Context: an optimization exercise on an open-source flow, tuned for small area. The choices shown serve that exercise and are no tape-out recipe. Function was checked by simulation only, so behaviour that the tests miss may differ from the original. The clock cells of runs 2 to 7 come from the design's own scripts or RTL, not from TritonCTS. The clock input has no modelled driver; a real chip could not lean on it and would need a root buffer or a full tree. Power is estimated from default activity; no workload was simulated.

**flow/design.v**
```verilog
module top (
    input  logic clk,
    input  logic rst,
    input  logic start_i,
    input  logic stop_i,
    input  logic split_i,
    output logic[7:0] dec_cat,
    output logic[7:0] an
);
    logic [2:0] noisy;
    logic [2:0] smp, clean;
    logic [3:0] cnt [3];
    assign noisy = {split_i, stop_i, start_i};
    genvar g;
    generate
        for (g = 0; g < 3; g++) begin : deb
            always_ff @(posedge clk)
                smp[g] <= noisy[g];
            always_ff @(posedge clk) begin
                if (rst) begin
                    clean[g] <= noisy[g];
                    cnt[g]   <= 4'd0;
                end else if (noisy[g] != smp[g])
                    cnt[g] <= 4'd0;
                else if (&cnt[g])
                    clean[g] <= smp[g];
                else
                    cnt[g] <= cnt[g] + 4'd1;
            end
        end
    endgenerate
    logic [1:0] bst [3];
    logic [2:0] press;
    generate
        for (g = 0; g < 3; g++) begin : btn
            always_ff @(posedge clk or posedge rst) begin
                if (rst)
                    bst[g] <= 2'd0;
                else case (bst[g])
                    2'd0:    if (clean[g])  bst[g] <= 2'd1;
                    2'd1:    if (!clean[g]) bst[g] <= 2'd2;
                    default: bst[g] <= bst[g] + 2'd1;
                endcase
            end
            assign press[g] = (bst[g] == 2'd3);
        end
    endgenerate
    logic run, split;
    always_ff @(posedge clk or posedge rst) begin
        if (rst) begin
            run   <= 1'b0;
            split <= 1'b0;
        end else if (!run) begin
            if (press[0]) run <= 1'b1;
        end else if (split) begin
            if (press[2]) split <= 1'b0;
        end else if (press[2])
            split <= 1'b1;
        else if (press[1])
            run <= 1'b0;
    end
    logic [1:0] ph;
    logic       scan_go;
    logic [5:0] c61;
    logic [1:0] k4;
    logic       blink;
    logic       tick;
    assign tick  = !ph[0];
    assign k4    = ph - c61[1:0];
    assign blink = k4[1] ^ k4[0];
    always_ff @(posedge clk or posedge rst) begin
        if (rst) begin
            ph      <= 2'd0;
            scan_go <= 1'b0;
            c61     <= 6'd0;
        end else begin
            ph      <= ph + 2'd1;
            scan_go <= (ph == 2'd3);
            c61     <= (c61 == 6'd60) ? 6'd0 : c61 + 6'd1;
        end
    end
    logic [3:0] pre;
    logic       carry;
    assign carry = pre[3] & pre[1];
    always_ff @(posedge clk or posedge rst) begin
        if (rst)
            pre <= 4'd0;
        else if (tick && run)
            pre <= carry ? 4'd1 : pre + 4'd1;
    end
    logic [3:0] cs0, cs1, s0, m0, h0, h1;
    logic [2:0] s1, m1;
    logic e0, e1, e2, e3, e4, e5, e6, e7;
    function automatic logic [3:0] inc10(input logic [3:0] d);
        inc10[0] = !d[0];
        inc10[1] = (d[1] ^ d[0]) & !d[3];
        inc10[2] = d[2] ^ (d[1] & d[0]);
        inc10[3] = d[3] ? !d[0] : (d[2] & d[1] & d[0]);
    endfunction
    function automatic logic [2:0] inc6(input logic [2:0] d);
        inc6[0] = !d[0];
        inc6[1] = (d[1] ^ d[0]) & !d[2];
        inc6[2] = d[2] ? !d[0] : (d[1] & d[0]);
    endfunction
    assign e0 = tick && carry;
    assign e1 = e0 && cs0[3] && cs0[0];
    assign e2 = e1 && cs1[3] && cs1[0];
    assign e3 = e2 && s0[3]  && s0[0];
    assign e4 = e3 && s1[2]  && s1[0];
    assign e5 = e4 && m0[3]  && m0[0];
    assign e6 = e5 && m1[2]  && m1[0];
    assign e7 = e6 && h0[3]  && h0[0];
    always_ff @(posedge clk or posedge rst) begin
        if (rst) begin
            cs0 <= '0; cs1 <= '0; s0 <= '0; s1 <= '0;
            m0  <= '0; m1  <= '0; h0 <= '0; h1 <= '0;
        end else begin
            if (e0) cs0 <= inc10(cs0);
            if (e1) cs1 <= inc10(cs1);
            if (e2) s0  <= inc10(s0);
            if (e3) s1  <= inc6(s1);
            if (e4) m0  <= inc10(m0);
            if (e5) m1  <= inc6(m1);
            if (e6) h0  <= inc10(h0);
            if (e7) h1  <= inc10(h1);
        end
    end
    logic [3:0] dcs0, dcs1, ds0, dm0, dh0, dh1;
    logic [2:0] ds1, dm1;
    always_ff @(posedge clk or posedge rst) begin
        if (rst)
            dh1 <= '0;
        else if (tick && !split)
            dh1 <= h1;
    end
    always_ff @(posedge clk) begin
        if (tick && !split) begin
            dcs0 <= cs0; dcs1 <= cs1; ds0 <= s0; ds1 <= s1;
            dm0  <= m0;  dm1  <= m1;  dh0 <= h0;
        end
    end
    logic [2:0] sel;
    always_ff @(posedge clk or posedge rst) begin
        if (rst)
            sel <= 3'd0;
        else if (scan_go)
            sel <= sel + 3'd1;
    end
    logic       lit;
    logic [3:0] digit;
    logic [6:0] seg;
    assign lit = !split || blink;
    always_comb begin
        case (sel)
            3'd0:    digit = dh1;
            3'd1:    digit = dh0;
            3'd2:    digit = {1'b0, dm1};
            3'd3:    digit = dm0;
            3'd4:    digit = {1'b0, ds1};
            3'd5:    digit = ds0;
            3'd6:    digit = dcs1;
            default: digit = dcs0;
        endcase
    end
    logic A, B, C, D;
    assign {A, B, C, D} = digit;
    assign seg = ~{A | (B ^ C) | (C & !D),
                   A | (!C & !D) | (B & !C) | (B & !D),
                   (!B & !D) | (C & !D),
                   A | (!B & !D) | (!B & C) | (C & !D) | (B & !C & D),
                   B | !C | D,
                   !B | !(C ^ D),
                   A | C | !(B ^ D)};
    assign dec_cat = {seg, !(lit && sel[0] && sel != 3'd7)};
    assign an      = lit ? ~(8'b1000_0000 >> sel) : 8'hFF;
endmodule
```
**flow/flow/run.sh**
```bash
#!/bin/bash
# Own layout flow: the standard ORFS flow (standard.sh) with these changes:
#  - synthesis: the standard script, but the combinational logic is mapped by
#    the best of several area-oriented ABC scripts (flow/synth.tcl), and no
#    half/full adder cells are extracted (ABC maps that logic too);
#  - every port still gets a buffer, but the smallest one (buf_1);
#  - clock tree: no dummy loads, small clock buffers.
# make's full output goes to flow.log in the work folder; ORFS keeps each
# step's own log under orfs/logs/.
set -euo pipefail
cd "$(dirname "$0")/.."
bash standard.sh \
  SYNTH_SCRIPT="$PWD/flow/synth.tcl" \
  ADDER_MAP_FILE= \
  "BUFFER_PORTS_ARGS=-buffer_cell sky130_fd_sc_hd__buf_1" \
  "CTS_ARGS=-sink_clustering_enable -repair_clock_nets -dont_use_dummy_load -sink_clustering_size 20 -sink_clustering_max_diameter 60 -buf_list sky130_fd_sc_hd__clkbuf_4 -root_buf sky130_fd_sc_hd__clkbuf_4 -tree_buf sky130_fd_sc_hd__clkbuf_4" \
  "POST_CTS_TCL=$PWD/flow/post_cts.tcl" \
  finish > flow.log 2>&1
```
**flow/flow/abc1.script**
```
&get -n
&st
&synch2
&nf -R 1000
&put
mfs2
strash
dch -f
amap
mfs2
strash
&get -n
&st
&dch -f
&nf -R 1000
&put
topo
```
**flow/flow/abc2.script**
```
&get -n
&st
&synch2
&nf -R 1000
&put
mfs2
strash
&get -n
&st
&synch2
&nf -R 1000
&put
mfs2
strash
&get -n
&st
&dch -f
&nf -R 1000
&put
topo
```
**flow/flow/abc3.script**
```
&get -n
&st
&synch2
&nf -R 1000
&put
mfs2
strash
&get -n
&st
&dch -f
&nf -R 1000
&put
topo
```
**flow/flow/abc4.script**
```
strash
dc2
dch -f
amap
mfs2
strash
dch -f
amap
topo
```
**flow/flow/abc5.script**
```
strash
dc2
dch -f
map -a
mfs2
strash
dch -f
map -a
mfs2
strash
dch -f
map -a
topo
```
**flow/flow/post_cts.tcl**
```tcl
set margin_ns 0.110
set sizes {sky130_fd_sc_hd__clkbuf_2 sky130_fd_sc_hd__clkbuf_4 sky130_fd_sc_hd__clkbuf_8 sky130_fd_sc_hd__clkbuf_16}
if {[[ord::get_db_block] findInst clkbuf_0_clk] ne "NULL"} {
  replace_cell clkbuf_0_clk sky130_fd_sc_hd__clkbuf_8
}
for {set pass 0} {$pass < 3} {incr pass} {
  estimate_parasitics -placement
  set changed 0
  foreach inst [get_cells clkbuf_*] {
    set m [get_property $inst ref_name]
    set y [get_pins -of_objects $inst -filter "direction==output"]
    set s [expr {max([get_property $y slew_max_rise], [get_property $y slew_max_fall])}]
    puts "clock buffer [get_full_name $inst] $m slew $s"
    set i [lsearch -exact $sizes $m]
    if {$s > $margin_ns && $i >= 0 && $i < [llength $sizes] - 1} {
      replace_cell [get_full_name $inst] [lindex $sizes [expr {$i + 1}]]
      set changed 1
    }
  }
  if {!$changed} break
}
detailed_placement
check_placement -verbose
```
**flow/flow/synth.tcl**
```tcl
# The standard synthesis (synth_recipe.tcl, sourced unchanged below) with
# one change: its single ABC mapping run is replaced by runs of several
# area-oriented ABC scripts on the same design, keeping the smallest result.
# Registers are mapped before ABC runs, so they are the standard ones.
set flow_dir [file dirname [file normalize [info script]]]
set ::my_abc_scripts [lsort [glob -directory $flow_dir abc*.script]]

proc my_area {} {
  set libs {}
  foreach lib $::env(LIB_FILES) { lappend libs -liberty $lib }
  set s [tee -q -s result.string stat {*}$libs]
  if {[regexp {Chip area for module '\\top': ([0-9.]+)} $s -> a]} { return $a }
  if {[regexp {Chip area[^:]*: ([0-9.]+)} $s -> a]} { return $a }
  return 1e18
}

proc abc {args} {
  set i [lsearch -exact $args -script]
  design -save my_pre_abc
  set best ""
  set best_area 1e18
  foreach s $::my_abc_scripts {
    design -load my_pre_abc
    set a $args
    lset a [expr {$i + 1}] $s
    if {[catch {yosys abc {*}$a} err]} { puts "ABC script $s failed: $err"; continue }
    if {[catch {yosys check -assert} err]} { puts "ABC script $s left unmapped cells"; continue }
    set area [my_area]
    puts "ABC script [file tail $s]: area $area"
    if {$area < $best_area} {
      set best_area $area
      set best $s
      design -save my_best_abc
    }
  }
  puts "ABC script chosen: [file tail $best] (area $best_area)"
  design -load my_best_abc
}

source [file join [file dirname $flow_dir] synth_recipe.tcl]
```
**flow/standard.sh**
```bash
#!/bin/bash
# synth_recipe.tcl (not shown) runs the flow's synth.tcl, then flattens the netlist and writes it again
# the make line also repeats each setting of config.mk as NAME=value (left out here)
make -C /OpenROAD-flow-scripts/flow DESIGN_CONFIG=/design/flow/config.mk WORK_HOME=/design/flow/orfs CLKGATE_MAP_FILE= SYNTH_SCRIPT=/design/flow/synth_recipe.tcl "${@:-finish}"
```
**flow/config.mk**
```make
export PLATFORM = sky130hd
export DESIGN_NAME = top
export DESIGN_NICKNAME = top
export VERILOG_FILES = /design/flow/design.v
export SDC_FILE = /design/flow/constraint.sdc
export NUM_CORES = 4
export LEC_CHECK = 0
export CAP_MARGIN = 20
export CORE_MARGIN = 2
export CORE_UTILIZATION = 40
export SLEW_MARGIN = 20
```
**flow/constraint.sdc**
```tcl
create_clock -name core_clock -period 10.0 [get_ports {clk}]
set_input_delay 2.0000 -clock core_clock [delete_from_list [all_inputs] [get_ports {clk}]]
set_output_delay 2.0000 -clock core_clock [all_outputs]
set_load 0.01 [all_outputs]
```
==> impl_metrics.env, run 1 <==
export IMPL_outcome="no timing/DRC/antenna violations"
export IMPL_finalSetupTns_ns=0
export IMPL_synth_nets=331
export IMPL_io_buffers=20
export IMPL_rows=36
export IMPL_grt_pass1_vias=2460
export IMPL_end_kind="output pin"
export IMPL_yosysUniqueCellTypes=34
export IMPL_crit_type="flip-flop to output pin"
export IMPL_cp_num_cells=10
export IMPL_grt_pass1_wl_um=11400
export IMPL_drt_pass1_iterations=4
export IMPL_cpPeakStageDelay_ns=0.53
export IMPL_drt_iter0_markers=109
export IMPL_hold_violations=0
export IMPL_slew_headroom_pct=49.7
export IMPL_cp_cell_sequence="and3b_1 -> a22o_1 -> a221o_1 -> a21oi_1 -> nand3_1 -> or2_0 -> nand2_1 -> nand3_1 -> nor3_1 -> buf_1"
export IMPL_irDropWorstVdd_uv=127
export IMPL_min_path_type="flip-flop to flip-flop"
export IMPL_max_freq_ghz=0.212
export IMPL_synth_flop_cell="dfrtp_1"
export IMPL_final_common_cell="dfrtp_1"
export IMPL_post_route_period_util_pct=47.1
export IMPL_area_growth_pct=9.95
export IMPL_syn_area_um2=3960
export IMPL_synth_fa_ha_area_share_pct=0
export IMPL_rsz0062_at_grt="no"
export IMPL_worst_slew_pin_slew_ns=0.754
export IMPL_drc_errors=0
export IMPL_drt_total_wl_um=6500
export IMPL_total_leakage_power_nw=1.88
export IMPL_gp_congestion=0.804
export IMPL_synth_mux_area_share_pct=2.56
export IMPL_clkLatencyLatePin_ns=0.32
export IMPL_synth_compound_area_share_pct=10.7
export IMPL_path_delay_family="simple AND/OR/NAND/NOR gates"
export IMPL_reg_top3="cnt (12), bst (6), c61 (6)"
export IMPL_hpwlAfterDp_um=4510
export IMPL_slew_violations=0
export IMPL_yosysWarnings=3
export IMPL_fill_cells=900
export IMPL_ios=21
export IMPL_path_buf_inv=1
export IMPL_die_height_um=104
export IMPL_layout_min_cycle_time_ns=4.71
export IMPL_fin_nets=364
export IMPL_routedWlPerCell_um=13.3
export IMPL_start_util_pct=40.9
export IMPL_fin_ws_ns=5.29
export IMPL_finalClockSkew_ns=0.0179
export IMPL_synth_seq_area_share_pct=66.2
export IMPL_synth_enable_flop_cells=29
export IMPL_required_ns=8.00
export IMPL_fp_dieArea_um2=10700
export IMPL_regMostFlops="cnt"
export IMPL_p_per_area_nw_per_um2=178
export IMPL_layout_common_cells="58 x dfrtp_1, 34 x a21oi_1, 33 x nor2_1, 31 x nand2_1, 29 x edfxtp_1"
export IMPL_cp_max_fo=12
export IMPL_synthTopCellsByArea="dfrtp_1 37%, edfxtp_1 22%, dfxtp_1 7.6%"
export IMPL_cts_clk_slew_worst_paths_ns=0.07
export IMPL_p_total_w=0.000774
export IMPL_synth_top_area_share_pct=36.7
export IMPL_cts_tree="yes"
export IMPL_cts_sinks=102
export IMPL_synth_top_family_by_area="simple AND/OR/NAND/NOR gates"
export IMPL_drtAntennaViolNets=0
export IMPL_slowest_stage="dfrtp_1"
export IMPL_vias_per_cell=5.09
export IMPL_die_width_um=104
export IMPL_drive_above_1_share_pct=3.64
export IMPL_core_um2=9680
export IMPL_worstPathArrival_ns=2.71
export IMPL_avgSynthCellArea_um2=12.1
export IMPL_syn_instance_count=326
export IMPL_yosys_area_top_type="dfrtp_1"
export IMPL_grt_use_total_pct=13.3
export IMPL_hold_slack_ns=0.476
export IMPL_via_count=2492
export IMPL_grt_ovfl_total=0
export IMPL_setup_viol=0
export IMPL_rr_worst_depth=11
export IMPL_synthSimpleGateAreaFrac_pct=13.6
export IMPL_post_place_ws_ns=5.64
export IMPL_maxCapViolCount=0
export IMPL_start_kind="flip-flop"
export IMPL_synthXorXnorAreaFrac_pct=6.41
export IMPL_antennaDiodeCount=0
export IMPL_antenna_found_initial=0
export IMPL_synth_seq_cells=102
export IMPL_grt_max_degree=61
export IMPL_synth_async_reset_ratio_pct=56.9
export IMPL_largest_reg_flops=12
export IMPL_whs_path_depth=0
export IMPL_path_common_cell="nand3_1"
[worst paths after layout]
| kind | startpoint | end | slack (ns) |
|---|---|---|---|
| max in group asynchronous | rst | h0[1]$_DFFE_PP0P_ | 7.47 |
| worst max register to register | ph[0]$_DFF_PP0_ | h1[2]$_DFFE_PP0P_ | 6.66 |
| worst max-delay path | sel[0]$_DFFE_PP0P_ | dec_cat[1] | 5.29 |
| worst min register to register | cs0[1]$_DFFE_PP0N_ | dcs0[1]$_DFFE_PP_ | 0.48 |
| worst min-delay path | cs0[1]$_DFFE_PP0N_ | dcs0[1]$_DFFE_PP_ | 0.48 |
| min in group asynchronous | rst | c61[3]$_DFF_PP0_ | 2.02 |
[cells in the mapped netlist (9+ instances only)]
| master | number |
|---|---|
| nand3_1 | 9 |
| edfxtp_1 | 29 |
| nor2_1 | 34 |
| a21oi_1 | 34 |
| dfrtp_1 | 58 |
| xor2_1 | 19 |
| xnor2_1 | 10 |
| and3_1 | 13 |
| dfxtp_1 | 15 |
| nand2_1 | 31 |
| mux2_1 | 9 |
[power breakdown]
group	total, W	switching, W	internal, W	leakage, nW
combinational	0.0000596	0.0000317	0.0000278	0.611
sequential	0.000509	0.0000369	0.000472	1.20
clock	0.000206	0.000116	0.0000901	0.0698
total	0.000774	0.000184	0.000590	1.88
[kinds of logic after synthesis]
group	Yosys count
multiplexers	9
AO/OA/AOI/OAI	68
AND/OR/NAND/NOR	113
flip-flops	102
XOR/XNOR	29
buffers and inverters	5
[final cells by class]
| type | instances | area [µm²] | share of cell area (%) |
|---|---|---|---|
| clock buffer | 9 | 135 | 3.10 |
| timing repair buffer | 22 | 90.1 | 2.07 |
| sequential | 102 | 2620 | 60.2 |
| inverter | 5 | 18.8 | 0.431 |
| tap | 133 | 166 | 3.82 |
| multi-input combinational | 219 | 1320 | 30.3 |
[stage by stage]
stage	instances	cell area [µm²]	utilization, %
6_report	490	4350	45.0
5_1_grt	490	4350	45.0
3_5_place_dp	481	4220	43.6
3_3_place_gp	481	4220	43.6
2_1_floorplan	326	3960	-
[layer usage]
metal / track usage [%] / vias up / wire length (µm)
met5: 0 / - / 0
met4: 6.08 / 0 / 120
met3: 3.84 / 8 / 294
met2: 20.3 / 48 / 2920
met1: 17.5 / 1202 / 3170
li1: - / 1234 / -
==> run 2: changes to the inputs <==
--- a/flow/design.v
+++ b/flow/design.v
@@ -19,10 +19,7 @@
             always_ff @(posedge clk) begin
-                if (rst) begin
+                if (rst || (noisy[g] == smp[g] && &cnt[g]))
                     clean[g] <= noisy[g];
-                    cnt[g]   <= 4'd0;
-                end else if (noisy[g] != smp[g])
+                if (rst || noisy[g] != smp[g])
                     cnt[g] <= 4'd0;
-                else if (&cnt[g])
-                    clean[g] <= smp[g];
-                else
+                else if (!(&cnt[g]))
                     cnt[g] <= cnt[g] + 4'd1;
@@ -37,10 +34,9 @@
                 if (rst)
-                    bst[g] <= 2'd0;
-                else case (bst[g])
-                    2'd0:    if (clean[g])  bst[g] <= 2'd1;
-                    2'd1:    if (!clean[g]) bst[g] <= 2'd2;
-                    default: bst[g] <= bst[g] + 2'd1;
-                endcase
+                    bst[g] <= 2'b00;
+                else begin
+                    bst[g][0] <= !bst[g][1] && (bst[g][0] || clean[g]);
+                    bst[g][1] <= bst[g][0] && (bst[g][1] || !clean[g]);
+                end
             end
-            assign press[g] = (bst[g] == 2'd3);
+            assign press[g] = bst[g][1] && !bst[g][0];
         end
==> flow/flow/abc6.script (new file) <==
strash
ifraig
scorr -c
dc2
&get -n
&st
&synch2
&nf -R 1000
&put
mfs2
strash
dch -f
amap
mfs2
strash
&get -n
&st
&dch -f
&nf -R 1000
&put
topo
==> flow/flow/abc7.script (new file) <==
&get -n
&st
&synch2
&nf -R 2000 -E 100
&put
mfs2 -W 4 -M 5000
strash
dch -f
amap
mfs2 -W 4 -M 5000
strash
&get -n
&st
&dch -f
&nf -R 2000
&put
topo
==> flow/flow/abc8.script (new file) <==
strash
dc2
dch -f
map -a
mfs2 -a
strash
dc2
dch -f
map -a
mfs2 -a
strash
dch -f
map -a
topo
==> flow/flow/post_cts.tcl (replaced) <==
set margin_ns 0.100
set sizes {sky130_fd_sc_hd__clkbuf_4 sky130_fd_sc_hd__clkbuf_8 sky130_fd_sc_hd__clkbuf_16}

set block [ord::get_db_block]
set db [ord::get_db]
set clk_net [[$block findBTerm clk] getNet]

# the clock sinks: flop clock pins reached through the CTS buffers
proc clock_sinks {net} {
  set sinks {}
  set bufs {}
  foreach it [$net getITerms] {
    if {[$it isOutputSignal]} continue
    set inst [$it getInst]
    set m [[$inst getMaster] getName]
    if {[string match *clkbuf* $m] || [string match *clkinv* $m]} {
      lappend bufs $inst
      foreach ot [$inst getITerms] {
        if {[$ot isOutputSignal]} {
          lassign [clock_sinks [$ot getNet]] s b
          set sinks [concat $sinks $s]
          set bufs [concat $bufs $b]
        }
      }
    } else {
      lappend sinks $it
    }
  }
  return [list $sinks $bufs]
}
lassign [clock_sinks $clk_net] sinks bufs
puts "clock tree: [llength $sinks] sinks, [llength $bufs] CTS buffers"
foreach it $sinks {
  set inst [$it getInst]
  if {[string match *clkbuf* [[$inst getMaster] getName]]} { error "unexpected sink" }
}

# remove the CTS buffers and their nets
foreach b $bufs {
  foreach it [$b getITerms] {
    set n [$it getNet]
    if {$n ne "NULL" && [$n getName] ne [$clk_net getName] && [$it isOutputSignal]} {
      foreach s [$n getITerms] { $s disconnect }
      odb::dbNet_destroy $n
    }
  }
  odb::dbInst_destroy $b
}

# split the sinks into 4 equal clusters: halves by x, then each half by y
set pts {}
set idx 0
foreach it $sinks {
  set bb [[$it getInst] getBBox]
  lappend pts [list [expr {([$bb xMin] + [$bb xMax]) / 2.0}] [expr {([$bb yMin] + [$bb yMax]) / 2.0}] $idx]
  incr idx
}
proc halves {pts axis} {
  set s [lsort -real -index $axis $pts]
  set h [expr {[llength $s] / 2}]
  return [list [lrange $s 0 [expr {$h - 1}]] [lrange $s $h end]]
}
set groups {}
foreach half [halves $pts 0] {
  foreach q [halves $half 1] { lappend groups $q }
}
set nclusters [llength $groups]
set assign [lrepeat [llength $sinks] 0]
set cent {}
set k 0
foreach g $groups {
  set sx 0.0; set sy 0.0
  foreach p $g {
    lset assign [lindex $p 2] $k
    set sx [expr {$sx + [lindex $p 0]}]; set sy [expr {$sy + [lindex $p 1]}]
  }
  lappend cent [list [expr {$sx / [llength $g]}] [expr {$sy / [llength $g]}]]
  incr k
}

# one buffer per cluster, at the cluster's centre
set cbufs {}
for {set k 0} {$k < $nclusters} {incr k} {
  set master [$db findMaster [lindex $sizes 0]]
  set inst [odb::dbInst_create $block $master "clkbuf_l_$k"]
  set net [odb::dbNet_create $block "clknet_l_$k"]
  $net setSigType CLOCK
  [$inst findITerm A] connect $clk_net
  [$inst findITerm X] connect $net
  foreach it $sinks a $assign {
    if {$a == $k} { $it connect $net }
  }
  set c [lindex $cent $k]
  $inst setLocation [expr {int([lindex $c 0])}] [expr {int([lindex $c 1])}]
  $inst setPlacementStatus PLACED
  lappend cbufs $inst
}
detailed_placement

for {set pass 0} {$pass < 4} {incr pass} {
  estimate_parasitics -placement
  set changed 0
  foreach inst $cbufs {
    set name [$inst getName]
    set m [[$inst getMaster] getName]
    set y [get_pins $name/X]
    set s [expr {max([get_property $y slew_max_rise], [get_property $y slew_max_fall])}]
    puts "clock buffer $name $m slew $s"
    set i [lsearch -exact $sizes $m]
    if {$s > $margin_ns && $i < [llength $sizes] - 1} {
      replace_cell $name [lindex $sizes [expr {$i + 1}]]
      set changed 1
    }
  }
  if {!$changed} break
  detailed_placement
}
check_placement -verbose
==> impl_metrics.env, run 2 <==
export IMPL_grt_pass1_vias=2313
export IMPL_maxCapViolCount=0
export IMPL_use_met1_pct=17.3
export IMPL_fill_cells=926
export IMPL_start_util_pct=40.8
export IMPL_drt_total_wl_um=6370
export IMPL_layout_common_cells="58 x dfrtp_1, 40 x nor2_1, 29 x a21oi_1, 29 x edfxtp_1, 23 x nand2_1"
export IMPL_reg_top3="cnt (12), bst (6), c61 (6)"
export IMPL_regMostFlops="cnt"
export IMPL_setup_viol=0
export IMPL_slew_headroom_pct=51.0
export IMPL_syn_area_um2=3930
export IMPL_clkLatencyLatePin_ns=0.16
export IMPL_grt_use_met2_pct=21.3
export IMPL_syn_instance_count=328
export IMPL_yosysUniqueCellTypes=36
export IMPL_antennaDiodeCount=0
export IMPL_grt_ovfl_total=0
export IMPL_slew_violations=0
export IMPL_required_ns=8.00
export IMPL_fp_dieArea_um2=10600
export IMPL_via_count=2462
export IMPL_grt_pass1_wl_um=10700
export IMPL_avgSynthCellArea_um2=12.0
export IMPL_post_route_period_util_pct=44.4
export IMPL_final_common_cell="dfrtp_1"
export IMPL_synth_seq_cells=102
export IMPL_layout_min_cycle_time_ns=4.44
export IMPL_routedWlPerCell_um=13.1
export IMPL_outcome="no timing/DRC/antenna violations"
export IMPL_yosysMostFrequentCell="dfrtp_1"
export IMPL_finalSetupTns_ns=0
export IMPL_dpl_cell_area_um2=4190
export IMPL_drive_above_1_share_pct=2.26
export IMPL_start_kind="flip-flop"
export IMPL_grt_max_degree=62
export IMPL_min_path_type="flip-flop to flip-flop"
export IMPL_max_freq_ghz=0.225
export IMPL_die_height_um=103
export IMPL_end_kind="output pin"
export IMPL_synth_nets=333
export IMPL_synth_seq_area_share_pct=66.7
export IMPL_grt_use_total_pct=13.0
export IMPL_final_area_um2=4290
export IMPL_gp_congestion=0.866
export IMPL_hpwlAfterDp_um=4540
export IMPL_synthTopCellsByArea="dfrtp_1 37%, edfxtp_1 22%, dfxtp_1 7.6%"
export IMPL_drt_iter0_markers=104
export IMPL_hold_violations=0
export IMPL_grt_busiest_layer="met2"
export IMPL_synth_enable_flop_cells=29
export IMPL_antenna_found_initial=0
export IMPL_ios=21
export IMPL_largest_reg_flops=12
export IMPL_yosysWarnings=3
export IMPL_p_per_area_nw_per_um2=167
export IMPL_vias_per_cell=5.06
export IMPL_total_leakage_power_nw=1.86
export IMPL_core_um2=9640
export IMPL_io_buffers=20
export IMPL_synth_flop_cell="dfrtp_1"
export IMPL_drtAntennaViolNets=0
export IMPL_finalClockSkew_ns=0.00783
export IMPL_yosys_area_top_type="dfrtp_1"
export IMPL_area_growth_pct=9.13
export IMPL_drc_errors=0
export IMPL_multi_input_area_um2=1280
export IMPL_grt_use_met3_pct=3.43
export IMPL_synth_async_reset_ratio_pct=56.9
export IMPL_drt_pass1_iterations=5
export IMPL_irDropWorstVdd_uv=88.2
export IMPL_rows=36
export IMPL_cts_clk_slew_worst_paths_ns=0.10
export IMPL_rsz0062_at_grt="no"
export IMPL_cp_max_fo=12
export IMPL_cts_sinks=102
export IMPL_synth_top_area_share_pct=36.9
export IMPL_crit_type="flip-flop to output pin"
export IMPL_fin_nets=361
export IMPL_die_width_um=103
export IMPL_seq_area_um2=2620
export IMPL_ys_top_cells_by_count="58 x dfrtp_1, 41 x nor2_1, 29 x a21oi_1, 29 x edfxtp_1, 23 x nand2_1"
export IMPL_worst_slew_pin_slew_ns=0.734
export IMPL_worstPathArrival_ns=2.44
==> run 2: metrics by stage <==
stage | instances | power (W) | setup WS, ns | util [%] | hold slack (ns)
detailed placement | 483 | 0.000557 | 5.78 | 43.5 | 0.430
global route | 487 | 0.000753 | 5.27 | 44.5 | 0.461
global placement | 483 | 0.000553 | 5.90 | 43.5 | 0.416
finish | 487 | 0.000716 | 5.56 | 44.5 | 0.432
floorplan | 328 | 0.000536 | 6.00 | - | 0.410
==> run 2: kinds of logic after synthesis <==
| group | Yosys count | share of synthesized area (%) |
|---|---|---|
| and+or+nand+nor | 116 | 14.1 |
| DFF | 102 | 66.7 |
| AOI/OAI and AO/OA | 68 | 10.9 |
| xor gates and xnor gates | 28 | 6.23 |
| buffers and inverters | 10 | 0.954 |
| muxes | 4 | 1.14 |
==> run 2: power by group <==
part | internal [W] | leakage, nW | switching (W)
clock network | 0.0000734 | 0.0493 | 0.0000966
logic | 0.0000233 | 0.598 | 0.0000300
registers | 0.000464 | 1.21 | 0.0000296
==> run 2: path summary, 6_finish.rpt <==
| path | start | to | slack (ns) | cells after the start |
|---|---|---|---|---|
| worst max-delay path | sel[0]$_DFFE_PP0P_ | dec_cat[7] | 5.56 | 9 |
| worst min-delay path | bst[1][1]$_DFF_PP0_ | bst[1][0]$_DFF_PP0_ | 0.43 | 1 |
| worst max register to register | ph[0]$_DFF_PP0_ | h1[3]$_DFFE_PP0P_ | 6.66 | 10 |
| worst min register to register | bst[1][1]$_DFF_PP0_ | bst[1][0]$_DFF_PP0_ | 0.43 | 1 |
| max in group asynchronous | rst | sel[2]$_DFFE_PP0P_ | 7.44 | 3 |
| min in group asynchronous | rst | bst[0][1]$_DFF_PP0_ | 2.08 | 3 |
==> run 2: cell type report <==
type	count	share of cell area, %
Multi-Input combinational cell	216	29.7
Tap cell	133	3.88
Buffer	4	2.33
Inverter	10	0.874
Timing Repair Buffer	22	2.10
Sequential cell	102	61.1
==> run 2: worst max-delay path, cell delays in order (launching register included) <==
cell and delay [ns]:
dfrtp_1 0.56, nor3b_1 0.51, a22oi_1 0.18, nand4_1 0.14, a21o_1 0.18, clkinv_1 0.10
o21ai_0 0.24, nand2b_1 0.10, nor2_1 0.11, buf_1 0.15
==> run 2: metal layers <==
layer	wire (µm)	vias up	part of all wire, %
li1	-	1234	-
met1	3120	1175	49
met2	2950	46	46
met3	222	7	3.5
met4	76	0	1.2
met5	0	-	0
==> run 3: changes to the inputs <==
--- a/flow/design.v
+++ b/flow/design.v
@@ -32,3 +32,3 @@
         for (g = 0; g < 3; g++) begin : btn
-            always_ff @(posedge clk or posedge rst) begin
+            always_ff @(posedge clk) begin
                 if (rst)
@@ -45,12 +45,13 @@
     always_ff @(posedge clk or posedge rst) begin
-        if (rst) begin
-            run   <= 1'b0;
+        if (rst)
             split <= 1'b0;
-        end else if (!run) begin
-            if (press[0]) run <= 1'b1;
-        end else if (split) begin
-            if (press[2]) split <= 1'b0;
-        end else if (press[2])
-            split <= 1'b1;
-        else if (press[1])
+        else if (run && press[2])
+            split <= !split;
+    end
+    always_ff @(posedge clk) begin
+        if (rst)
+            run <= 1'b0;
+        else if (!run)
+            run <= press[0];
+        else if (!split && !press[2] && press[1])
             run <= 1'b0;
@@ -66,3 +67,3 @@
     assign blink = k4[1] ^ k4[0];
-    always_ff @(posedge clk or posedge rst) begin
+    always_ff @(posedge clk) begin
         if (rst) begin
@@ -80,3 +81,3 @@
     assign carry = pre[3] & pre[1];
-    always_ff @(posedge clk or posedge rst) begin
+    always_ff @(posedge clk) begin
         if (rst)
@@ -132,3 +133,3 @@
     always_ff @(posedge clk) begin
-        if (tick && !split) begin
+        if (rst || (tick && !split)) begin
             dcs0 <= cs0; dcs1 <= cs1; ds0 <= s0; ds1 <= s1;
==> flow/flow/abc10.script (new file) <==
strash
dc2
&get -n
&st
&dch -f
&nf -R 1000
&put
mfs2
strash
dc2
&get -n
&st
&dch -f
&nf -R 1000
&put
mfs2
strash
dc2
&get -n
&st
&dch -f
&nf -R 1000
&put
mfs2
strash
&get -n
&st
&synch2
&nf -R 1000
&put
topo
==> flow/flow/abc11.script (new file) <==
strash
ifraig
&get -n
&st
&dch
&nf -R 500 -E 50
&put
mfs2
strash
dc2
&get -n
&st
&dch -f
&nf -R 1000
&put
mfs2
strash
dc2
&get -n
&st
&dch
&nf -R 500 -E 50
&put
topo
==> flow/flow/abc9.script (new file) <==
strash
dc2
&get -n
&st
&synch2
&nf -R 1000
&put
mfs2
strash
dch -f
amap
mfs2
strash
&get -n
&st
&dch
&nf -R 500 -E 50
&put
topo
==> impl_metrics.env, run 3 <==
export IMPL_cts_sinks=102
export IMPL_worstPathArrival_ns=2.48
export IMPL_area_growth_pct=9.21
export IMPL_drc_errors=0
export IMPL_timing_rr_start="pre[1]$_SDFFE_PP0P_"
export IMPL_synth_flop_cell="dfrtp_1"
export IMPL_worst_slew_pin_slew_ns=0.614
export IMPL_drtAntennaViolNets=0
export IMPL_gp_congestion=0.840
export IMPL_maxCapViolCount=0
export IMPL_end_kind="output pin"
export IMPL_required_ns=8.00
export IMPL_setup_viol=0
export IMPL_rr_endpoint="h1[3]$_DFFE_PP0P_"
export IMPL_synth_async_reset_ratio_pct=37.3
export IMPL_ios=21
export IMPL_drt_total_wl_um=6340
export IMPL_cpPeakStageDelay_ns=0.54
export IMPL_rows=35
export IMPL_syn_area_um2=3860
export IMPL_drt_iter0_markers=111
export IMPL_path_buf_inv=1
export IMPL_grt_max_degree=50
export IMPL_die_height_um=102
export IMPL_final_core_util_pct=45.4
export IMPL_max_freq_ghz=0.223
export IMPL_grt_pass1_vias=2283
export IMPL_grt_use_total_pct=13.0
export IMPL_synth_enable_flop_cells=29
export IMPL_fin_nets=364
export IMPL_antenna_found_initial=0
export IMPL_cp_max_fo=12
export IMPL_clkLatencyLatePin_ns=0.16
export IMPL_layout_min_cycle_time_ns=4.48
export IMPL_crit_type="flip-flop to output pin"
export IMPL_synth_nets=336
export IMPL_die_width_um=102
export IMPL_reg2reg_slack_ns=6.33
export IMPL_cp_startpoint="sel[0]$_DFFE_PP0P_"
export IMPL_irDropWorstVdd_uv=89.8
export IMPL_p_per_area_nw_per_um2=185
export IMPL_cp_cell_sequence="nor3b_1 -> a22o_1 -> a221oi_1 -> and3_1 -> nor2_1 -> or2_0 -> o21ai_0 -> nor3_1 -> buf_1"
export IMPL_fin_ws_ns=5.52
export IMPL_yosysWarnings=3
export IMPL_final_area_um2=4210
export IMPL_synth_seq_cells=102
export IMPL_min_path_type="flip-flop to flip-flop"
export IMPL_core_um2=9280
export IMPL_drive_above_1_share_pct=1.96
export IMPL_grt_ovfl_total=0
export IMPL_outcome="no timing/DRC/antenna violations"
export IMPL_rsz0062_at_grt="no"
export IMPL_hold_violations=0
export IMPL_slowest_stage="dfrtp_1"
export IMPL_synth_seq_area_share_pct=65.4
export IMPL_total_leakage_power_nw=1.71
export IMPL_ys_top_cells_by_count="38 x dfrtp_1, 38 x nor2_1, 35 x dfxtp_1"
export IMPL_synthTopCellsByArea="dfrtp_1 25%, edfxtp_1 23%, dfxtp_1 18%"
export IMPL_regMostFlops="cnt"
export IMPL_routedWlPerCell_um=13.1
export IMPL_drt_pass1_iterations=4
export IMPL_syn_instance_count=331
export IMPL_rr_worst_depth=12
export IMPL_layout_common_cells="38 x nor2_1, 38 x dfrtp_1, 35 x dfxtp_1, 29 x edfxtp_1, 28 x nand2_1"
export IMPL_crit_path_end="dec_cat[7]"
export IMPL_reg_top3="cnt (12), bst (6), c61 (6)"
export IMPL_dpl_cell_area_um2=4110
export IMPL_antennaDiodeCount=0
export IMPL_slew_headroom_pct=58.7
export IMPL_slew_violations=0
export IMPL_grt_pass1_wl_um=10600
export IMPL_path_delay_family="simple AND/OR/NAND/NOR gates"
export IMPL_cp_num_cells=9
export IMPL_start_util_pct=41.5
export IMPL_hold_slack_ns=0.446
export IMPL_finalClockSkew_ns=0.00743
export IMPL_yosys_area_top_type="dfrtp_1"
export IMPL_hpwlAfterDp_um=4530
export IMPL_largest_reg_flops=12
export IMPL_synth_top_area_share_pct=24.7
export IMPL_avgSynthCellArea_um2=11.7
export IMPL_whs_path_depth=1
export IMPL_post_place_ws_ns=5.75
export IMPL_vias_per_cell=5.09
export IMPL_yosysUniqueCellTypes=35
export IMPL_finalSetupTns_ns=0
export IMPL_io_buffers=20
export IMPL_cts_clk_slew_worst_paths_ns=0.10
export IMPL_via_count=2475
export IMPL_post_route_period_util_pct=44.8
export IMPL_start_kind="flip-flop"
export IMPL_fp_dieArea_um2=10400
-- run 3: stage by stage --
step	power, W	std cells
floorplan	0.000571	331
global placement	0.000614	482
detailed placement	0.000618	482
global route	0.000821	486
finish	0.000780	486
-- run 3: cell type report --
| class | instances | area (µm²) |
|---|---|---|
| fill | 870 | 5070 |
| buffer | 4 | 100 |
| multi-input combinational | 221 | 1310 |
| inverter | 8 | 30.0 |
| tap | 129 | 161 |
| timing repair buffer | 22 | 90.1 |
| sequential | 102 | 2520 |
-- run 3: how the worst min path moves through the flow --
| stage | start | slack, ns | to |
|---|---|---|---|
| 2_1_floorplan | bst[1][1]$_SDFF_PP0_ | 0.41 | bst[1][0]$_SDFF_PP0_ |
| 3_3_place_gp | bst[1][1]$_SDFF_PP0_ | 0.42 | bst[1][0]$_SDFF_PP0_ |
| 3_5_place_dp | bst[1][1]$_SDFF_PP0_ | 0.43 | bst[1][0]$_SDFF_PP0_ |
| 5_1_grt | bst[2][1]$_SDFF_PP0_ | 0.47 | bst[2][0]$_SDFF_PP0_ |
| 6_report | bst[1][1]$_SDFF_PP0_ | 0.45 | bst[1][0]$_SDFF_PP0_ |
-- run 3: worst reg2reg max path: stages, from the launching register on --
cell and delay, ns:
dfxtp_1 0.37, nand2_1 0.08, nor2_1 0.20, and3_1 0.37, nand3_1 0.22, nor3_1 0.36
and3_1 0.29, and2_0 0.38, and3_1 0.28, and2_0 0.33, and3_1 0.37, a41oi_1 0.16
a31oi_1 0.18
-- run 3: kinds of logic (layout without fill, tap and decap cells) --
family	Yosys count	after routing	share of synthesized area, %
AND/OR/NAND/NOR	123	123	15.3
flip-flops	102	102	65.4
AO/OA/AOI/OAI	69	69	11.7
XOR/XNOR	25	25	5.68
buffers and inverters	8	34	0.778
multiplexers	4	4	1.17
-- run 3: report_power, final --
part / total [W] / internal (W) / switching (W)
Sequential: 0.000474 / 0.000449 / 0.0000246
Clock: 0.000172 / 0.0000735 / 0.0000983
Combinational: 0.000134 / 0.0000489 / 0.0000854
-- run 3: routing by layer --
metal / share of wire [%] / GRT usage [%]
met3: 4.5 / 3.49
met1: 50 / 17.6
met4: 1.6 / 3.69
met2: 44 / 20.6
met5: 0 / 0
==> run 4: changes to the inputs <==
--- a/flow/flow/post_cts.tcl
+++ b/flow/flow/post_cts.tcl
@@ -1,2 +1,2 @@
-set margin_ns 0.100
+set margin_ns 0.115
 set sizes {sky130_fd_sc_hd__clkbuf_4 sky130_fd_sc_hd__clkbuf_8 sky130_fd_sc_hd__clkbuf_16}
@@ -49,3 +49,3 @@
 
-# split the sinks into 4 equal clusters: halves by x, then each half by y
+# split the sinks into 3 equal strips by x
 set pts {}
@@ -57,10 +57,7 @@
 }
-proc halves {pts axis} {
-  set s [lsort -real -index $axis $pts]
-  set h [expr {[llength $s] / 2}]
-  return [list [lrange $s 0 [expr {$h - 1}]] [lrange $s $h end]]
-}
 set groups {}
-foreach half [halves $pts 0] {
-  foreach q [halves $half 1] { lappend groups $q }
+set s [lsort -real -index 0 $pts]
+set n [llength $s]
+for {set k 0} {$k < 3} {incr k} {
+  lappend groups [lrange $s [expr {$k * $n / 3}] [expr {($k + 1) * $n / 3 - 1}]]
 }
==> impl_metrics.env, run 4 <==
export IMPL_cp_cell_sequence="nor3b_1 -> a22o_1 -> a221oi_1 -> and3_1 -> nor2_1 -> or2_0 -> o21ai_0 -> nor3_1 -> buf_1"
export IMPL_layout_min_cycle_time_ns=4.51
export IMPL_synth_flop_cell="dfrtp_1"
export IMPL_irDropWorstVdd_uv=85.0
export IMPL_maxCapViolCount=0
export IMPL_yosys_area_top_type="dfrtp_1"
export IMPL_layout_common_cells="38 x nor2_1, 38 x dfrtp_1, 35 x dfxtp_1, 29 x edfxtp_1, 28 x nand2_1"
export IMPL_yosysWarnings=3
export IMPL_grt_max_degree=50
export IMPL_drc_errors=0
export IMPL_synth_enable_flop_cells=29
export IMPL_post_place_ws_ns=5.75
export IMPL_finalClockSkew_ns=0.00809
export IMPL_cts_sinks=102
export IMPL_end_kind="output pin"
export IMPL_start_kind="flip-flop"
export IMPL_crit_type="flip-flop to output pin"
export IMPL_worstPathArrival_ns=2.51
export IMPL_cts_clk_slew_worst_paths_ns=0.12
export IMPL_setup_viol=0
export IMPL_timing_rr_start="ph[0]$_SDFF_PP0_"
export IMPL_grt_use_met3_pct=2.87
export IMPL_reg2reg_slack_ns=6.34
export IMPL_finalSetupTns_ns=0
export IMPL_worst_slew_pin_slew_ns=0.638
export IMPL_fin_ws_ns=5.49
export IMPL_cpPeakStageDelay_ns=0.56
export IMPL_routedWlPerCell_um=12.9
export IMPL_regMostFlops="cnt"
export IMPL_outcome="no timing/DRC/antenna violations"
export IMPL_die_height_um=102
export IMPL_area_growth_pct=8.56
export IMPL_total_leakage_power_nw=1.69
export IMPL_use_met1_pct=17.2
export IMPL_largest_reg_flops=12
export IMPL_min_delay_start="bst[1][1]$_SDFF_PP0_"
export IMPL_clkLatencyLatePin_ns=0.18
export IMPL_grt_pass1_wl_um=10500
export IMPL_post_route_period_util_pct=45.1
export IMPL_io_buffers=20
export IMPL_drtAntennaViolNets=0
export IMPL_avgSynthCellArea_um2=11.7
export IMPL_grt_use_met2_pct=20.6
export IMPL_fp_dieArea_um2=10400
export IMPL_antennaDiodeCount=0
export IMPL_path_buf_inv=1
export IMPL_antenna_found_initial=0
export IMPL_synth_nets=336
export IMPL_rr_worst_depth=11
export IMPL_slowest_stage="dfrtp_1"
export IMPL_fill_cells=871
export IMPL_reg_top3="cnt (12), bst (6), c61 (6)"
export IMPL_cp_max_fo=12
export IMPL_fin_nets=363
export IMPL_p_per_area_nw_per_um2=182
export IMPL_whs_path_depth=1
export IMPL_max_freq_ghz=0.222
export IMPL_yosysUniqueCellTypes=35
export IMPL_drive_above_1_share_pct=1.69
export IMPL_min_path_type="flip-flop to flip-flop"
export IMPL_hpwlAfterDp_um=4530
export IMPL_required_ns=8.00
export IMPL_rows=35
export IMPL_drt_total_wl_um=6260
export IMPL_grt_use_total_pct=12.6
export IMPL_core_um2=9280
export IMPL_synth_seq_cells=102
export IMPL_syn_instance_count=331
export IMPL_drt_pass1_iterations=6
export IMPL_synth_top_area_share_pct=24.7
export IMPL_via_count=2463
export IMPL_rsz0062_at_grt="no"
export IMPL_hold_slack_ns=0.443
export IMPL_holdPathEnd="bst[1][0]$_SDFF_PP0_"
export IMPL_vias_per_cell=5.08
export IMPL_start_util_pct=41.5
export IMPL_drt_iter0_markers=164
export IMPL_hold_violations=0
export IMPL_grt_busiest_layer="met2"
export IMPL_syn_area_um2=3860
export IMPL_synthTopCellsByArea="dfrtp_1 25%, edfxtp_1 23%, dfxtp_1 18%"
export IMPL_slew_violations=0
export IMPL_grt_ovfl_total=0
export IMPL_synth_seq_area_share_pct=65.4
export IMPL_rr_endpoint="h1[3]$_DFFE_PP0P_"
export IMPL_grt_pass1_vias=2251
export IMPL_die_width_um=102
export IMPL_slew_headroom_pct=57.2
export IMPL_gp_congestion=0.840
export IMPL_ios=21
export IMPL_path_delay_family="simple AND/OR/NAND/NOR gates"
export IMPL_ys_top_cells_by_count="38 x dfrtp_1, 38 x nor2_1, 35 x dfxtp_1"
export IMPL_synth_async_reset_ratio_pct=37.3
-- run 4: metrics by stage --
stage / total power, W / instances / area (µm²) / utilization (%)
after floorplan: 0.000571 / 331 / 3860 / -
final: 0.000761 / 485 / 4190 / 45.1
after detailed placement: 0.000618 / 482 / 4110 / 44.3
after global routing: 0.000803 / 485 / 4190 / 45.1
after global placement: 0.000614 / 482 / 4110 / 44.3
-- run 4: metal layers --
layer | wire length (µm) | up-vias
met4 | 107 | 0
li1 | - | 1249
met3 | 284 | 11
met2 | 2820 | 50
met5 | 0 | -
met1 | 3050 | 1153
-- run 4: cell type report --
cell class	instances	area [µm²]	area share (%)
Multi-Input combinational cell	221	1310	31.3
Timing Repair Buffer	22	90.1	2.15
Sequential cell	102	2520	60.2
Tap cell	129	161	3.85
Buffer	3	75.1	1.79
Inverter	8	30.0	0.717
-- run 4: cell families (layout without fill, tap and decap cells) --
group,count (synthesis),after routing,synth area share (%)
XOR/XNOR,25,25,5.68
flip-flops,102,102,65.4
multiplexers,4,4,1.17
AO/OA/AOI/OAI,69,69,11.7
AND/OR/NAND/NOR,123,123,15.3
buffers and inverters,8,33,0.778
-- run 4: worst max-delay path by stage --
stage	slack [ns]	start	end	cells after the start
after global placement	5.85	sel[0]$_DFFE_PP0P_	dec_cat[7]	9
after detailed placement	5.75	sel[0]$_DFFE_PP0P_	dec_cat[7]	9
after global routing	5.28	sel[0]$_DFFE_PP0P_	dec_cat[7]	9
after floorplan	5.16	rst	dcs0[0]$_DFFE_PP_	2
final	5.49	sel[0]$_DFFE_PP0P_	dec_cat[7]	9
-- run 4: where the power goes --
group	internal, W	total (W)	switching [W]	leakage [nW]
registers	0.000449	0.000474	0.0000251	1.13
logic	0.0000489	0.000134	0.0000850	0.522
clock network	0.0000562	0.000153	0.0000965	0.0370
total	0.000554	0.000761	0.000207	1.69
==> run 5: changes to the inputs <==
==> flow/flow/abc12.script (new file) <==
&get -n
&st
&deepsyn -I 4 -T 60
&nf -R 1000
&put
mfs2
strash
&get -n
&st
&dch -f
&nf -R 1000
&put
topo
==> flow/flow/abc13.script (new file) <==
&get -n
&st
&deepsyn -I 2 -T 30
&nf -R 1000
&put
mfs2
strash
&get -n
&st
&dch -f
&nf -R 1000
&put
topo
==> impl_metrics.env, run 5 <==
export IMPL_rows=35
export IMPL_routedWlPerCell_um=13.3
export IMPL_fp_dieArea_um2=10400
export IMPL_drt_iter0_markers=126
export IMPL_synth_async_reset_ratio_pct=37.3
export IMPL_slew_headroom_pct=61.4
export IMPL_yosysUniqueCellTypes=30
export IMPL_final_area_um2=4190
export IMPL_synth_enable_flop_cells=29
export IMPL_dpl_cell_area_um2=4110
export IMPL_die_width_um=102
export IMPL_drc_errors=0
export IMPL_dp_cells=497
export IMPL_layout_min_cycle_time_ns=4.44
export IMPL_worst_slew_pin_slew_ns=0.579
export IMPL_area_growth_pct=8.57
export IMPL_slowest_stage="dfrtp_1"
export IMPL_post_route_period_util_pct=44.4
export IMPL_hpwlAfterDp_um=4740
export IMPL_syn_instance_count=346
export IMPL_hold_violations=0
export IMPL_clkLatencyLatePin_ns=0.18
export IMPL_cp_max_fo=10
export IMPL_synth_seq_cells=102
export IMPL_drtAntennaViolNets=0
export IMPL_grt_ovfl_total=0
export IMPL_layout_common_cells="54 x nor2_1, 38 x dfrtp_1, 35 x dfxtp_1, 32 x nand2_1"
export IMPL_regMostFlops="cnt"
export IMPL_synthTopCellsByArea="dfrtp_1 25%, edfxtp_1 23%, dfxtp_1 18%"
export IMPL_grt_pass1_vias=2421
export IMPL_cts_sinks=102
export IMPL_drt_total_wl_um=6630
export IMPL_multi_input_area_um2=1320
export IMPL_yosys_area_top_type="dfrtp_1"
export IMPL_finalSetupTns_ns=0
export IMPL_grt_use_total_pct=13.7
export IMPL_outcome="no timing/DRC/antenna violations"
export IMPL_io_buffers=20
export IMPL_setup_viol=0
export IMPL_synth_nets=351
export IMPL_gp_congestion=0.818
export IMPL_ios=21
export IMPL_via_count=2500
export IMPL_cpPeakStageDelay_ns=0.49
export IMPL_drt_pass1_iterations=4
export IMPL_max_freq_ghz=0.225
export IMPL_synth_seq_area_share_pct=65.4
export IMPL_fin_nets=378
export IMPL_rsz0062_at_grt="no"
export IMPL_synth_flop_cell="dfrtp_1"
export IMPL_min_path_type="flip-flop to flip-flop"
export IMPL_grt_pass1_wl_um=11300
export IMPL_end_kind="output pin"
export IMPL_finalClockSkew_ns=0.00988
export IMPL_crit_type="flip-flop to output pin"
export IMPL_slew_violations=0
export IMPL_ys_top_cells_by_count="54 x nor2_1, 38 x dfrtp_1, 35 x dfxtp_1"
export IMPL_syn_area_um2=3860
export IMPL_grt_max_degree=48
export IMPL_finalNonFillerCells=500
export IMPL_vias_per_cell=5.00
export IMPL_die_height_um=102
export IMPL_avgSynthCellArea_um2=11.1
export IMPL_yosysWarnings=3
export IMPL_required_ns=8.00
export IMPL_cp_cell_sequence="or2_0 -> o22ai_1 -> nor3_1 -> o21ai_0 -> o21ai_0 -> or2_0 -> xor2_1 -> nor2_1 -> nor3_1 -> buf_1"
export IMPL_irDropWorstVdd_uv=165
export IMPL_drive_above_1_share_pct=1.62
export IMPL_synth_top_area_share_pct=24.7
export IMPL_maxCapViolCount=0
export IMPL_core_um2=9280
export IMPL_total_leakage_power_nw=1.77
export IMPL_worstPathArrival_ns=2.44
export IMPL_p_total_w=0.000854
export IMPL_start_util_pct=41.5
export IMPL_reg_top3="cnt (12), bst (6), c61 (6)"
export IMPL_antenna_found_initial=0
export IMPL_cts_clk_slew_worst_paths_ns=0.12
export IMPL_largest_reg_flops=12
export IMPL_fill_cells=888
export IMPL_seq_area_um2=2520
export IMPL_final_common_cell="nor2_1"
export IMPL_p_per_area_nw_per_um2=204
export IMPL_yosysMostFrequentCell="nor2_1"
export IMPL_start_kind="flip-flop"
export IMPL_antennaDiodeCount=0
[run 5: cell types whose count changed after synthesis, moves of 4 or more]
cell and delta:
a21oi_1 +4, xnor2_1 -4, nand3_1 -6, o21ai_0 +5, o22ai_1 +6, nor2_1 +16, nand2_1 +4, and3_1 +7
[run 5: through the flow]
step | setup WS (ns) | util (%) | hold WS, ns
3_5_place_dp | 5.85 | 44.3 | 0.426
6_report | 5.56 | 45.1 | 0.437
3_3_place_gp | 5.98 | 44.3 | 0.417
5_1_grt | 5.36 | 45.1 | 0.483
2_1_floorplan | 5.19 | - | 0.406
[run 5: kinds of logic (layout without fill, tap and decap cells)]
group	after synthesis	after routing	share of synthesized area, %
xor+xnor	24	24	5.45
flops	102	102	65.4
mux	4	4	1.17
compound gates	73	73	11.3
simple gates	137	137	16.1
buf+inv	6	31	0.584
[run 5: cell type report]
| cell class | instances | area share, % |
|---|---|---|
| plain buffers | 3 | 1.79 |
| well taps | 129 | 3.86 |
| multi-input cells | 238 | 31.4 |
| repair buffers | 22 | 2.15 |
| flip-flops and latches | 102 | 60.3 |
| inverters | 6 | 0.538 |
[run 5: routing by layer]
layer / wire length, µm / track usage (%)
met5: 0 / 0
met4: 132 / 3.59
met3: 237 / 2.39
met2: 3040 / 23.4
met1: 3220 / 18.1
[run 5: worst paths after layout]
| path | startpoint | endpoint | slack, ns | cells past startpoint |
|---|---|---|---|---|
| hold / removal | bst[2][1]$_SDFF_PP0_ | bst[2][0]$_SDFF_PP0_ | 0.44 | 1 |
| min in group asynchronous | rst | split$_DFFE_PP0P_ | 2.23 | 3 |
| setup / recovery | sel[1]$_DFFE_PP0P_ | dec_cat[7] | 5.56 | 10 |
| setup reg to reg | ph[0]$_SDFF_PP0_ | h1[3]$_DFFE_PP0P_ | 7.07 | 10 |
| hold reg to reg | bst[2][1]$_SDFF_PP0_ | bst[2][0]$_SDFF_PP0_ | 0.44 | 1 |
| max in group asynchronous | rst | cs0[1]$_DFFE_PP0N_ | 7.38 | 3 |
[run 5: power by group]
group          internal [W]  leakage [nW]  total [W]  switching (W)
logic             0.0000762         0.596   0.000215       0.000139
clock network     0.0000563        0.0370   0.000155      0.0000986
registers          0.000454          1.13   0.000484      0.0000292
[run 5: critical path, delay by kind of cell (launching register included)]
family,cells,cell delay [ns]
AOI/OAI and AO/OA,3,0.47
and+or+nand+nor,5,0.90
DFF,1,0.49
buffers and inverters,1,0.17
xor gates and xnor gates,1,0.22
==> run 6: changes to the inputs <==
--- a/flow/design.v
+++ b/flow/design.v
@@ -109,3 +109,3 @@
     assign e7 = e6 && h0[3]  && h0[0];
-    always_ff @(posedge clk or posedge rst) begin
+    always_ff @(posedge clk) begin
         if (rst) begin
@@ -133,3 +133,3 @@
     always_ff @(posedge clk) begin
-        if (rst || (tick && !split)) begin
+        if (tick && !split) begin
             dcs0 <= cs0; dcs1 <= cs1; ds0 <= s0; ds1 <= s1;
==> flow/flow/abc14.script (new file) <==
strash
ifraig
&get -n
&st
&dch
&nf -R 500 -E 50
&put
strash
&get -n
&st
&dch -f
&nf -R 1000
&put
mfs2
strash
&get -n
&st
&dch -f
&nf -R 1000
&put
topo
==> flow/flow/abc15.script (new file) <==
strash
dc2
dch -f
amap
strash
dch
map -a -B 0
strash
&get -n
&st
&dch
&nf -R 500 -E 50
&put
topo
==> impl_metrics.env, run 6 <==
export IMPL_die_height_um=101
export IMPL_clkLatencyLatePin_ns=0.18
export IMPL_worst_slew_pin_slew_ns=0.798
export IMPL_fin_ws_ns=5.47
export IMPL_p_per_area_nw_per_um2=218
export IMPL_layout_min_cycle_time_ns=4.53
export IMPL_final_common_cell="dfxtp_1"
export IMPL_rsz0062_at_grt="no"
export IMPL_hpwlAfterDp_um=4470
export IMPL_rr_worst_depth=13
export IMPL_hold_violations=0
export IMPL_ios=21
export IMPL_grt_pass1_wl_um=10700
export IMPL_synth_top_area_share_pct=34.9
export IMPL_yosysMostFrequentCell="dfxtp_1"
export IMPL_final_area_um2=4030
export IMPL_drt_pass1_iterations=5
export IMPL_start_kind="flip-flop"
export IMPL_slew_headroom_pct=46.5
export IMPL_avgSynthCellArea_um2=10.8
export IMPL_cts_clk_slew_worst_paths_ns=0.12
export IMPL_irDropWorstVdd_uv=102
export IMPL_synthTopCellsByArea="dfxtp_1 35%, edfxtp_1 23%, dfrtp_1 5.4%"
export IMPL_regMostFlops="cnt"
export IMPL_drt_iter0_markers=151
export IMPL_start_util_pct=40.7
export IMPL_slowest_stage="dfrtp_1"
export IMPL_fill_cells=853
export IMPL_finalSetupTns_ns=0
export IMPL_reg2reg_slack_ns=6.03
export IMPL_cpPeakStageDelay_ns=0.53
export IMPL_outcome="no timing/DRC/antenna violations"
export IMPL_drtAntennaViolNets=0
export IMPL_synth_compound_area_share_pct=14.7
export IMPL_drive_above_1_share_pct=1.62
export IMPL_timing_rr_start="pre[1]$_SDFFE_PP0P_"
export IMPL_cp_max_fo=11
export IMPL_synth_mux_area_share_pct=1.21
export IMPL_grt_max_degree=37
export IMPL_syn_instance_count=345
export IMPL_fin_nets=377
export IMPL_core_um2=9150
export IMPL_via_count=2569
export IMPL_yosysUniqueCellTypes=34
export IMPL_max_freq_ghz=0.221
export IMPL_holdPathEnd="bst[2][0]$_SDFF_PP0_"
export IMPL_rows=35
export IMPL_slew_violations=0
export IMPL_synth_top_family_by_area="simple AND/OR/NAND/NOR gates"
export IMPL_post_place_ws_ns=5.72
export IMPL_dpl_cell_area_um2=3960
export IMPL_total_leakage_power_nw=1.50
export IMPL_setup_viol=0
export IMPL_drt_total_wl_um=6360
export IMPL_syn_area_um2=3730
export IMPL_required_ns=8.00
export IMPL_min_path_type="flip-flop to flip-flop"
export IMPL_synth_fa_ha_area_share_pct=0
export IMPL_synthXorXnorAreaFrac_pct=3.29
export IMPL_rr_endpoint="h1[3]$_SDFFE_PP0P_"
export IMPL_end_kind="output pin"
export IMPL_grt_pass1_vias=2308
export IMPL_fp_dieArea_um2=10100
export IMPL_antenna_found_initial=0
export IMPL_hold_slack_ns=0.446
export IMPL_yosys_area_top_type="dfxtp_1"
export IMPL_ys_top_cells_by_count="65 x dfxtp_1, 39 x a21oi_1, 33 x nor2_1"
export IMPL_reg_top3="cnt (12), bst (6), c61 (6)"
export IMPL_grt_use_total_pct=13.0
export IMPL_vias_per_cell=5.34
export IMPL_routedWlPerCell_um=13.2
export IMPL_synth_nets=350
export IMPL_gp_congestion=0.838
export IMPL_maxCapViolCount=0
export IMPL_crit_type="flip-flop to output pin"
export IMPL_layout_common_cells="65 x dfxtp_1, 39 x a21oi_1, 32 x nor2_1, 29 x edfxtp_1, 28 x nand2_1"
export IMPL_die_width_um=101
export IMPL_largest_reg_flops=12
export IMPL_cp_cell_sequence="nor2b_1 -> a222oi_1 -> and3_1 -> a21oi_1 -> or2_0 -> nand2_1 -> o21ai_0 -> nor3_1 -> buf_1"
export IMPL_yosysWarnings=3
export IMPL_synth_async_reset_ratio_pct=7.84
export IMPL_worstPathArrival_ns=2.53
export IMPL_synth_flop_cell="dfxtp_1"
export IMPL_synth_seq_cells=102
export IMPL_grt_ovfl_total=0
export IMPL_area_growth_pct=8.23
export IMPL_whs_path_depth=1
export IMPL_cts_sinks=102
export IMPL_antennaDiodeCount=0
export IMPL_min_delay_start="bst[2][1]$_SDFF_PP0_"
export IMPL_post_route_period_util_pct=45.3
export IMPL_synth_seq_area_share_pct=63.7
export IMPL_finalClockSkew_ns=0.00888
export IMPL_io_buffers=20
export IMPL_synthSimpleGateAreaFrac_pct=16.4
export IMPL_synth_enable_flop_cells=29
export IMPL_drc_errors=0
## run 6: changes by cell type after synthesis, moves of 4 or more
cell / change
a2111oi_0: +5
and3_1: +4
nor2_1: -21
dfrtp_1: -30
a21oi_1: +10
xor2_1: -9
nand2_1: -4
nor3_1: +11
dfxtp_1: +30
## run 6: worst max-delay path by stage
stage | depth (start not counted) | startpoint | slack (ns) | endpoint
after floorplan | 8 | sel[1]$_DFFE_PP0P_ | 5.83 | dec_cat[7]
after global placement | 9 | sel[1]$_DFFE_PP0P_ | 5.87 | dec_cat[7]
after detailed placement | 9 | sel[1]$_DFFE_PP0P_ | 5.72 | dec_cat[7]
after global routing | 9 | sel[1]$_DFFE_PP0P_ | 5.23 | dec_cat[7]
final | 9 | sel[1]$_DFFE_PP0P_ | 5.47 | dec_cat[7]
## run 6: worst max-delay path, delay by kind of cell, from the launching register on
kind / cells / cell delay (ns)
simple gates: 5 / 1.01
flops: 1 / 0.53
compound gates: 3 / 0.69
buf+inv: 1 / 0.13
## run 6: per-layer routing
metal / routed length (µm) / GRT usage (%) / part of all wire, %
met5: 0 / 0 / 0
met4: 145 / 4.64 / 2.3
met3: 219 / 1.94 / 3.4
met2: 2830 / 21.4 / 45
met1: 3160 / 17.6 / 50
## run 6: through the flow
stage               cells  total power (W)  util [%]
finish                481         0.000880      44.1
floorplan             345         0.000662         -
detailed placement    478         0.000737      43.2
global route          481         0.000931      44.1
global placement      478         0.000732      43.2
## run 6: logic make-up after synthesis
| family | Yosys count |
|---|---|
| and+or+nand+nor | 128 |
| DFF | 102 |
| AOI/OAI and AO/OA | 90 |
| xor gates and xnor gates | 14 |
| buffers and inverters | 7 |
| muxes | 4 |
## run 6: cell type report
cell class / instances / area (µm²) / area share [%]
Tap cell: 111 / 139 / 3.44
Buffer: 3 / 75.1 / 1.86
Multi-Input combinational cell: 236 / 1330 / 33.0
Timing Repair Buffer: 22 / 90.1 / 2.23
Sequential cell: 102 / 2370 / 58.8
Inverter: 7 / 26.3 / 0.652
## run 6: where the power goes
| part | switching (W) | leakage (nW) | internal (W) | total (W) |
|---|---|---|---|---|
| combinational | 0.000142 | 0.527 | 0.0000820 | 0.000224 |
| clock | 0.0000965 | 0.0370 | 0.0000562 | 0.000153 |
| sequential | 0.0000368 | 0.933 | 0.000467 | 0.000504 |
| total | 0.000275 | 1.50 | 0.000605 | 0.000880 |
==> run 7: changes to the inputs <==
--- a/flow/design.v
+++ b/flow/design.v
@@ -75,3 +75,3 @@
             scan_go <= (ph == 2'd3);
-            c61     <= (c61 == 6'd60) ? 6'd0 : c61 + 6'd1;
+            c61     <= (&c61[5:2]) ? 6'd0 : c61 + 6'd1;
         end
==> impl_metrics.env, run 7 <==
export IMPL_final_area_um2=3990
export IMPL_drc_errors=0
export IMPL_final_common_cell="dfxtp_1"
export IMPL_p_per_area_nw_per_um2=215
export IMPL_min_path_type="flip-flop to flip-flop"
export IMPL_worst_slew_pin_slew_ns=0.788
export IMPL_slew_violations=0
export IMPL_drt_pass1_iterations=6
export IMPL_grt_max_degree=38
export IMPL_crit_type="flip-flop to output pin"
export IMPL_outcome="no timing/DRC/antenna violations"
export IMPL_yosysMostFrequentCell="dfxtp_1"
export IMPL_met3_length_um=259
export IMPL_rows=35
export IMPL_synth_flop_cell="dfxtp_1"
export IMPL_min_delay_start="bst[1][1]$_SDFF_PP0_"
export IMPL_synth_nets=343
export IMPL_drt_iter0_markers=146
export IMPL_grt_ovfl_total=0
export IMPL_finalNonFillerCells=474
export IMPL_highest_layer="met4"
export IMPL_fin_nets=370
export IMPL_antenna_found_initial=0
export IMPL_reg_top3="cnt (12), bst (6), c61 (6)"
export IMPL_final_core_util_pct=44.0
export IMPL_holdPathEnd="bst[1][0]$_SDFF_PP0_"
export IMPL_synth_enable_flop_cells=29
export IMPL_grt_use_total_pct=13.2
export IMPL_irDropWorstVdd_uv=97.3
export IMPL_antennaDiodeCount=0
export IMPL_area_growth_pct=8.32
export IMPL_cp_max_fo=9
export IMPL_dpl_cell_area_um2=3920
export IMPL_synthTopCellsByArea="dfxtp_1 35%, edfxtp_1 24%, a21oi_1 5.4%"
export IMPL_rsz0062_at_grt="no"
export IMPL_synth_async_reset_ratio_pct=7.84
export IMPL_grt_pass1_vias=2250
export IMPL_cts_sinks=102
export IMPL_via_count=2562
export IMPL_post_route_period_util_pct=45.5
export IMPL_worstPathArrival_ns=2.55
export IMPL_largest_reg_flops=12
export IMPL_regMostFlops="cnt"
export IMPL_dp_cells=471
export IMPL_synth_seq_cells=102
export IMPL_hold_violations=0
export IMPL_required_ns=8.00
export IMPL_finalClockSkew_ns=0.00734
export IMPL_synth_seq_area_share_pct=64.4
export IMPL_vias_per_cell=5.41
export IMPL_clkLatencyLatePin_ns=0.18
export IMPL_hpwlAfterDp_um=4500
export IMPL_drt_total_wl_um=6420
export IMPL_avgSynthCellArea_um2=10.9
export IMPL_post_place_ws_ns=5.69
export IMPL_finalSetupTns_ns=0
export IMPL_drtAntennaViolNets=0
export IMPL_fp_dieArea_um2=9990
export IMPL_grt_pass1_wl_um=10800
export IMPL_rr_worst_depth=13
export IMPL_syn_area_um2=3680
export IMPL_setup_viol=0
export IMPL_slew_headroom_pct=47.1
export IMPL_fill_cells=854
export IMPL_drive_above_1_share_pct=1.65
export IMPL_routedWlPerCell_um=13.5
export IMPL_ios=21
export IMPL_die_width_um=100
export IMPL_timing_rr_start="pre[1]$_SDFFE_PP0P_"
export IMPL_wl_met1_um=3140
export IMPL_synth_top_area_share_pct=35.3
-- run 7: cell count changes after synthesis, sizes merged, moves of 3 or more --
cell    delta
o21ai      +3
nor2       +4
and3       -3
nand2      -4
clkinv     -3
xnor2      -3
-- run 7: logic make-up (layout without fill, tap and decap cells) --
group | count (synthesis) | after routing | share of synthesized area [%]
simple gates | 124 | 124 | 15.9
compound gates | 92 | 92 | 15.2
xor+xnor | 11 | 11 | 2.62
flops | 102 | 102 | 64.4
mux | 5 | 5 | 1.49
buf+inv | 4 | 29 | 0.407
-- run 7: worst max-delay path by stage --
stage	startpoint	endpoint	slack, ns	depth (start not counted)
global placement	sel[1]$_DFFE_PP0P_	dec_cat[6]	5.83	9
floorplan	sel[1]$_DFFE_PP0P_	dec_cat[2]	6.08	7
detailed placement	sel[1]$_DFFE_PP0P_	dec_cat[6]	5.69	9
global route	sel[1]$_DFFE_PP0P_	dec_cat[6]	5.08	9
finish	sel[1]$_DFFE_PP0P_	dec_cat[6]	5.45	9
-- run 7: metrics by stage --
step / power (W) / hold WS (ns)
floorplan: 0.000643 / 0.406
global placement: 0.000706 / 0.417
detailed placement: 0.000713 / 0.433
global route: 0.000914 / 0.475
finish: 0.000857 / 0.448
-- run 7: final cells by class --
class / instances / area [µm²] / share of cell area [%]
Inverter: 4 / 15.0 / 0.376
Timing Repair Buffer: 22 / 90.1 / 2.26
Tap cell: 111 / 139 / 3.48
Multi-Input combinational cell: 232 / 1300 / 32.5
Buffer: 3 / 75.1 / 1.88
Sequential cell: 102 / 2370 / 59.5
-- run 7: layer usage --
metal  vias up  global-route usage, %
met1      1203                   18.3
met3         7                   2.44
li1       1295                      -
met4         0                   3.48
met5         -                      0
met2        57                   21.5
-- run 7: report_power, final --
part	switching (W)	internal [W]	total [W]	leakage (nW)
clock	0.0000968	0.0000562	0.000153	0.0370
sequential	0.0000292	0.000463	0.000492	0.933
combinational	0.000136	0.0000767	0.000212	0.494
total	0.000262	0.000596	0.000857	1.46
-- run 7: critical path, cell delays in order (launching register included) --
cell and delay [ns]:
dfrtp_1 0.45, nor2b_1 0.53, a222oi_1 0.21, and3_1 0.23
a21oi_1 0.23, or2_0 0.22, nor2b_1 0.19, nor2_1 0.06
nor2_1 0.09, buf_1 0.16

Setup slack of run 7, layout unchanged: 5.449 ns with ideal ports, 5.389 ns with driving cells assumed (clock clkbuf_16, inputs buf_2), 5.623 ns with port delays also shifted by the 0.233 ns mid clock arrival.
